Source: an optimization exercise on an open RTL-to-GDS flow (aim: small area). Production flows keep margins and buffers that such runs may drop.
Function was checked by simulation only, so behaviour that the tests miss may differ from the original.
The flow treats the clock pin as an ideal source. Dropping or thinning the clock tree relies on that and would not hold on a real chip.
Power is estimated from default activity; no workload was simulated.

== raven ==
// pro_v_2_0
module pro_v_2_0(a,clk,rst,colomn,r,l,u,d);
input clk;
input rst;
input l,r,u,d;
output [6:0] a;
output [4:0] colomn;
reg [4:0] i;
reg [2:0] lr;
reg [6:0] q;
reg [1:0] motion, sd;
reg [2:0] mx, my;
reg [1:0] d0, d1, d2;
reg [2:0] fx, fy;
reg [5:0] fi;
function [2:0] mvx;
	input [2:0] x;
	input [1:0] dd;
	input neg;
	begin
		if (!dd[1]) mvx = x;
		else if (dd[0] ^ neg) mvx = {x[1], x[0], x[2] ^ x[1]};
		else mvx = {x[0] ^ x[2], x[2], x[1]};
	end
endfunction
function [2:0] mvy;
	input [2:0] y;
	input [1:0] dd;
	input neg;
	begin
		if (dd[1]) mvy = y;
		else if (dd[0] ^ neg) mvy = {y[1], y[0], ~(y[2] | y[1])};
		else mvy = {~(y[1] | y[0]), y[2], y[1]};
	end
endfunction
localparam [203:0] TABLE = 204'b101110101011010000100001001100110000010100110011001100100110111000101100111110101100111000010011001011010000001000111001011001011011100001011000110110111001100110110100011001010110110011100110011100011000;
wire [5:0] tab = (fi < 6'd34) ? TABLE[fi * 6 +: 6] : 6'd0;
wire first = fy[2] & fy[0];
wire refresh = (i[4] & i[3] & ~i[2] & ~i[1] & i[0]);
wire apply = refresh & (
	(lr == 3'b110) & (~q[5] & ~q[4] & ~q[3] & ~q[2] & ~q[0]) |
	(lr == 3'b000) & (~q[5] & ~q[4] & ~q[3] & ~q[2] & ~q[1]) |
	(lr == 3'b011) & (~q[6] & ~q[4] & q[3] & ~q[2] & q[1] & ~q[0]));
wire hold = lr[0] ? lr[1] : (lr[1] ? (~i[0] | ~i[2]) : (i[0] | ~i[1] | ~i[4]));
  ...
clock: 10.0 ns
lec_check: 0
cap_margin: 0
cell_pad_in_sites_detail_placement: 0
cell_pad_in_sites_global_placement: 0
core_margin: 2
core_utilization: 75
slew_margin: 0
standard.sh (not shown) runs the stock make flow with config.mk's settings and CLKGATE_MAP_FILE= SYNTH_SCRIPT=/design/flow/synth_recipe.tcl, a recipe that flattens the netlist after the stock synthesis.
==> flow/flow/run.sh <==
#!/bin/bash
# Own layout flow: ORFS through standard.sh, with
#  - synthesis mapped for area (synth.tcl: the smallest of several ABC scripts,
#    *.abc, and no adder extraction); registers come from the same passes as the
#    standard synthesis;
#  - port buffers of the smallest buffer cell;
#  - a flat clock tree (cts.tcl: MY_CLK_NBUF buffers driven by the clock port)
#    in place of ORFS's CTS.
set -euo pipefail
W=$(pwd)
F=$W/flow
export MY_ABC_SCRIPTS="$(ls $F/*.abc | tr '\n' ' ')"
export MY_CLK_PORT=clk
export MY_CLK_PRE=${MY_CLK_PRE-sky130_fd_sc_hd__clkinv_2}
export MY_CLK_BUF=${MY_CLK_BUF:-sky130_fd_sc_hd__clkinv_16}
export MY_CLK_NBUF=${MY_CLK_NBUF:-1}
bash standard.sh SYNTH_SCRIPT=$F/synth.tcl synth > $W/synth.log 2>&1
bash standard.sh SYNTH_SCRIPT=$F/synth.tcl \
  "BUFFER_PORTS_ARGS=-buffer_cell sky130_fd_sc_hd__buf_1" \
  PRE_CTS_TCL=$F/cts.tcl \
  finish > $W/layout.log 2>&1
==> flow/flow/cts.tcl <==
# PRE_CTS hook: a flat clock tree. The clock port drives MY_CLK_NBUF clock
# buffers (MY_CLK_BUF); the registers, sorted by x, are split evenly between
# them, and each buffer sits at the centre of its registers. With MY_CLK_PRE
# set, the clock port drives one cell of that type, which drives the buffers
# (an inverter pair when both are inverters). CTS itself is then
# skipped; the rest of ORFS's CTS step (placement legalisation, timing repair)
# runs as usual.
proc out_iterm {inst} {
  foreach it [$inst getITerms] {
    if { [$it isOutputSignal] } { return $it }
  }
  error "no output on [$inst getName]"
}
set block [ord::get_db_block]
set clk_net [$block findNet $::env(MY_CLK_PORT)]
set master [[ord::get_db] findMaster $::env(MY_CLK_BUF)]
set nbuf $::env(MY_CLK_NBUF)
set sinks {}
foreach it [$clk_net getITerms] {
  set loc [[$it getInst] getLocation]
  lappend sinks [list [lindex $loc 0] [lindex $loc 1] $it]
}
set sinks [lsort -integer -index 0 $sinks]
set root_net $clk_net
if { [info exists ::env(MY_CLK_PRE)] && $::env(MY_CLK_PRE) ne "" } {
  set pre [odb::dbInst_create $block [[ord::get_db] findMaster $::env(MY_CLK_PRE)] clkbuf_flat_pre]
  set root_net [odb::dbNet_create $block clknet_flat_pre]
  $root_net setSigType CLOCK
}
set n [llength $sinks]
for {set k 0} {$k < $nbuf} {incr k} {
  set buf [odb::dbInst_create $block $master clkbuf_flat_$k]
  set leaf [odb::dbNet_create $block clknet_flat_$k]
  $leaf setSigType CLOCK
  set lo [expr {$k * $n / $nbuf}]
  set hi [expr {($k + 1) * $n / $nbuf}]
  set sx 0; set sy 0
  foreach s [lrange $sinks $lo [expr {$hi - 1}]] {
    lassign $s x y it
    set sx [expr {$sx + $x}]; set sy [expr {$sy + $y}]
    $it disconnect
    $it connect $leaf
  }
  [$buf findITerm A] connect $root_net
  [out_iterm $buf] connect $leaf
  $buf setLocation [expr {$sx / ($hi - $lo)}] [expr {$sy / ($hi - $lo)}]
  $buf setPlacementStatus PLACED
  puts "flat clock tree: buffer $k drives [expr {$hi - $lo}] sinks"
}
if { $root_net ne $clk_net } {
  [$pre findITerm A] connect $clk_net
  [out_iterm $pre] connect $root_net
  set b0 [$block findInst clkbuf_flat_0]
  set loc [$b0 getLocation]
  $pre setLocation [lindex $loc 0] [lindex $loc 1]
  $pre setPlacementStatus PLACED
}
rename clock_tree_synthesis ""
proc clock_tree_synthesis {args} { puts "clock_tree_synthesis skipped" }
set_propagated_clock [all_clocks]
Other scripts of this flow, unchanged in this note and not shown: flow/flow/d1.abc, flow/flow/d2.abc, flow/flow/d3.abc, flow/flow/d4.abc, flow/flow/s1.abc, flow/flow/s4.abc, flow/flow/synth.tcl
What ended raven was a tool error in clock tree synthesis (4_1_cts); the run never finished.
Input changes introduced in tundra (baseline for comparison: raven):
diff --git a/flow/flow/cts.tcl b/flow/flow/cts.tcl
--- a/flow/flow/cts.tcl
+++ b/flow/flow/cts.tcl
@@ -57,2 +57,5 @@
 }
+# ORFS would clone clock inverters next to each register.
+rename repair_clock_inverters ""
+proc repair_clock_inverters {args} { puts "repair_clock_inverters skipped" }
 rename clock_tree_synthesis ""
Results
- The flow did not stop early for tundra: all stages ran, and the layout cleared the timing, DRC and antenna checks.
- Re share of flip-flops with an asynchronous set or reset: no difference whatsoever between tundra and raven.
- tundra -> raven: standard cell area after detailed placement delta 0, exact match
- raven -> tundra: netlist area before placement delta 0, exact match
- Taking raven as the reference, in tundra placer's final routability congestion estimate has remained practically unchanged, number of unique standard cell types used by synthesis roughly the same, sequential area share after synthesis was more or less identical.
The clock cells of tundra come from the design's own scripts or RTL, not from TritonCTS.

job 4752:
pro_v_2_0 again, from the RTL that the note above started with.
export LEC_CHECK = 0
export CAP_MARGIN = 20
export CORE_MARGIN = 2
export CORE_UTILIZATION = 80
export SLEW_MARGIN = 20
create_clock -name core_clock -period 10.0 [get_ports {clk}]
==> flow/flow/run.sh <==
#!/bin/bash
# Own layout flow: ORFS through standard.sh, with
#  - synthesis mapped for area (synth.tcl: ABC script area.abc, no adder extraction);
#    registers come from the same passes as the standard synthesis;
#  - port buffers of the smallest buffer cell;
#  - a one-buffer clock tree (cts.tcl) in place of ORFS's CTS.
set -euo pipefail
W=$(pwd)
F=$W/flow
export MY_ABC_SCRIPT=$F/area.abc
export MY_CLK_PORT=clk
export MY_CLK_BUF=${MY_CLK_BUF:-sky130_fd_sc_hd__buf_12}
export MY_CLK_NBUF=${MY_CLK_NBUF:-2}
bash standard.sh SYNTH_SCRIPT=$F/synth.tcl synth > $W/synth.log 2>&1
bash standard.sh SYNTH_SCRIPT=$F/synth.tcl \
  "BUFFER_PORTS_ARGS=-buffer_cell sky130_fd_sc_hd__buf_1" \
  PRE_CTS_TCL=$F/cts.tcl \
  finish > $W/layout.log 2>&1
==> flow/flow/cts.tcl <==
# PRE_CTS hook: a flat clock tree. The clock port drives MY_CLK_NBUF clock
# buffers (MY_CLK_BUF); the registers, sorted by x, are split evenly between
# them, and each buffer sits at the centre of its registers. CTS itself is then
# skipped; the rest of ORFS's CTS step (placement legalisation, timing repair)
# runs as usual.
set block [ord::get_db_block]
set clk_net [$block findNet $::env(MY_CLK_PORT)]
set master [[ord::get_db] findMaster $::env(MY_CLK_BUF)]
set nbuf $::env(MY_CLK_NBUF)
set sinks {}
foreach it [$clk_net getITerms] {
  set loc [[$it getInst] getLocation]
  lappend sinks [list [lindex $loc 0] [lindex $loc 1] $it]
}
set sinks [lsort -integer -index 0 $sinks]
set n [llength $sinks]
for {set k 0} {$k < $nbuf} {incr k} {
  set buf [odb::dbInst_create $block $master clkbuf_flat_$k]
  set leaf [odb::dbNet_create $block clknet_flat_$k]
  $leaf setSigType CLOCK
  set lo [expr {$k * $n / $nbuf}]
  set hi [expr {($k + 1) * $n / $nbuf}]
  set sx 0; set sy 0
  foreach s [lrange $sinks $lo [expr {$hi - 1}]] {
    lassign $s x y it
    set sx [expr {$sx + $x}]; set sy [expr {$sy + $y}]
    $it disconnect
    $it connect $leaf
  }
  [$buf findITerm A] connect $clk_net
  [$buf findITerm X] connect $leaf
  $buf setLocation [expr {$sx / ($hi - $lo)}] [expr {$sy / ($hi - $lo)}]
  $buf setPlacementStatus PLACED
  puts "flat clock tree: buffer $k drives [expr {$hi - $lo}] sinks"
}
rename clock_tree_synthesis ""
proc clock_tree_synthesis {args} { puts "clock_tree_synthesis skipped" }
set_propagated_clock [all_clocks]
Other scripts of this flow, unchanged in this note and not shown: flow/flow/area.abc, flow/flow/synth.tcl
Job 4752 did not make it past 3_1_place_gp_skip_io, where a tool error ended it.
Changes in job 1306 relative to job 4752:
- CORE_UTILIZATION now 60, was 80
==> flow/flow/run.sh <==
#!/bin/bash
# Own layout flow: ORFS through standard.sh, with
#  - synthesis mapped for area (synth.tcl: ABC script area.abc, no adder extraction);
#    registers come from the same passes as the standard synthesis;
#  - port buffers of the smallest buffer cell;
#  - a clock tree without dummy loads.
set -euo pipefail
W=$(pwd)
F=$W/flow
export MY_ABC_SCRIPT=$F/area.abc
bash standard.sh SYNTH_SCRIPT=$F/synth.tcl synth > $W/synth.log 2>&1
bash standard.sh SYNTH_SCRIPT=$F/synth.tcl \
  "BUFFER_PORTS_ARGS=-buffer_cell sky130_fd_sc_hd__buf_1" \
  "CTS_ARGS=-sink_clustering_enable -sink_clustering_size 64 -sink_clustering_max_diameter 1000 -repair_clock_nets -dont_use_dummy_load -buf_list sky130_fd_sc_hd__clkbuf_8 -root_buf sky130_fd_sc_hd__clkbuf_8" \
  finish > $W/layout.log 2>&1
removed: flow/flow/cts.tcl
## What came out
- Job 1306 reached the final stage; the timing, DRC and antenna checks on its layout passed.
- Job 4752 has lower die boundary height than job 1306.
- Diff job 1306..job 4752 | post-synthesis area per instance | unchanged
- Lower effective utilization at floorplan goes to job 1306 over job 4752.
- Area of the mapped netlist came out exactly the same in job 1306 and job 4752.
- Job 1306 vs. job 4752: width of the chip grew by about 14%; synthesized cell count held steady.
[inputs] job 4746 vs job 1306
==> flow/flow/run.sh <==
#!/bin/bash
# Own layout flow: ORFS through standard.sh, with
#  - synthesis mapped for area (synth.tcl: ABC script area.abc, no adder extraction);
#    registers come from the same passes as the standard synthesis;
#  - port buffers of the smallest buffer cell;
#  - a one-buffer clock tree (cts.tcl) in place of ORFS's CTS.
set -euo pipefail
W=$(pwd)
F=$W/flow
export MY_ABC_SCRIPT=$F/area.abc
export MY_CLK_PORT=clk
export MY_CLK_BUF=${MY_CLK_BUF:-sky130_fd_sc_hd__clkbuf_8}
export MY_CLK_NBUF=${MY_CLK_NBUF:-3}
bash standard.sh SYNTH_SCRIPT=$F/synth.tcl synth > $W/synth.log 2>&1
bash standard.sh SYNTH_SCRIPT=$F/synth.tcl \
  "BUFFER_PORTS_ARGS=-buffer_cell sky130_fd_sc_hd__buf_1" \
  PRE_CTS_TCL=$F/cts.tcl \
  finish > $W/layout.log 2>&1
==> flow/flow/cts.tcl (new file) <==
# PRE_CTS hook: a flat clock tree. The clock port drives MY_CLK_NBUF clock
# buffers (MY_CLK_BUF); the registers, sorted by x, are split evenly between
# them, and each buffer sits at the centre of its registers. CTS itself is then
# skipped; the rest of ORFS's CTS step (placement legalisation, timing repair)
# runs as usual.
set block [ord::get_db_block]
set clk_net [$block findNet $::env(MY_CLK_PORT)]
set master [[ord::get_db] findMaster $::env(MY_CLK_BUF)]
set nbuf $::env(MY_CLK_NBUF)
set sinks {}
foreach it [$clk_net getITerms] {
  set loc [[$it getInst] getLocation]
  lappend sinks [list [lindex $loc 0] [lindex $loc 1] $it]
}
set sinks [lsort -integer -index 0 $sinks]
set n [llength $sinks]
for {set k 0} {$k < $nbuf} {incr k} {
  set buf [odb::dbInst_create $block $master clkbuf_flat_$k]
  set leaf [odb::dbNet_create $block clknet_flat_$k]
  $leaf setSigType CLOCK
  set lo [expr {$k * $n / $nbuf}]
  set hi [expr {($k + 1) * $n / $nbuf}]
  set sx 0; set sy 0
  foreach s [lrange $sinks $lo [expr {$hi - 1}]] {
    lassign $s x y it
    set sx [expr {$sx + $x}]; set sy [expr {$sy + $y}]
    $it disconnect
    $it connect $leaf
  }
  [$buf findITerm A] connect $clk_net
  [$buf findITerm X] connect $leaf
  $buf setLocation [expr {$sx / ($hi - $lo)}] [expr {$sy / ($hi - $lo)}]
  $buf setPlacementStatus PLACED
  puts "flat clock tree: buffer $k drives [expr {$hi - $lo}] sinks"
}
rename clock_tree_synthesis ""
proc clock_tree_synthesis {args} { puts "clock_tree_synthesis skipped" }
set_propagated_clock [all_clocks]
Notes after the runs:
Clock share of power (job 4746 over job 1306): decrease, 6.6 points. In the metrics for job 4746 and job 1306, the one carrying the higher combinational cell fraction of total power is job 4746. Between job 4746 and job 1306, the instance count after placement with tap cells included figures differ only marginally. On via count, job 1306 tracks job 4746 almost exactly. Summary: final worst slack, job 4746 better than job 1306. Compared with job 1306, in job 4746 cell count moved down, first-pass iteration count of the detailed router moved down. Job 4746: flow completed, timing, DRC and antenna clean. Job 4746 ends up with lower routed wire length than job 1306 does.
The clock cells of job 4746 come from the design's own scripts or RTL, not from TritonCTS.

[static timing again, ports no longer ideal]
No port has a modelled driver above. Below, the same layouts with a new extraction and two added sets of constraints. Step 1, drivers: a clkbuf_16 drives clk and a buf_2 each remaining input, both assumed. Step 2 moves the port delays by t, midway between the first and last clock arrival at a register: inputs arrive t later, outputs are due t later. That takes back most of the time a late clock gives input paths. Slacks: ideal ports / drivers / drivers and shift; pairs: ideal ports / drivers.
| run | shift t [ns] | setup slack, ns | worst hold slack (ns) |
|---|---|---|---|
| tundra | 0.280 | 4.615 / 4.590 / 4.870 | 0.440 / 0.440 / 0.440 |
| job 1306 | 0.315 | 4.454 / 4.425 / 4.740 | 0.444 / 0.444 / 0.444 |
| job 4746 | 0.190 | 4.578 / 4.538 / 4.728 | 0.443 / 0.443 / 0.443 |
After both steps every run listed still meets setup and hold.
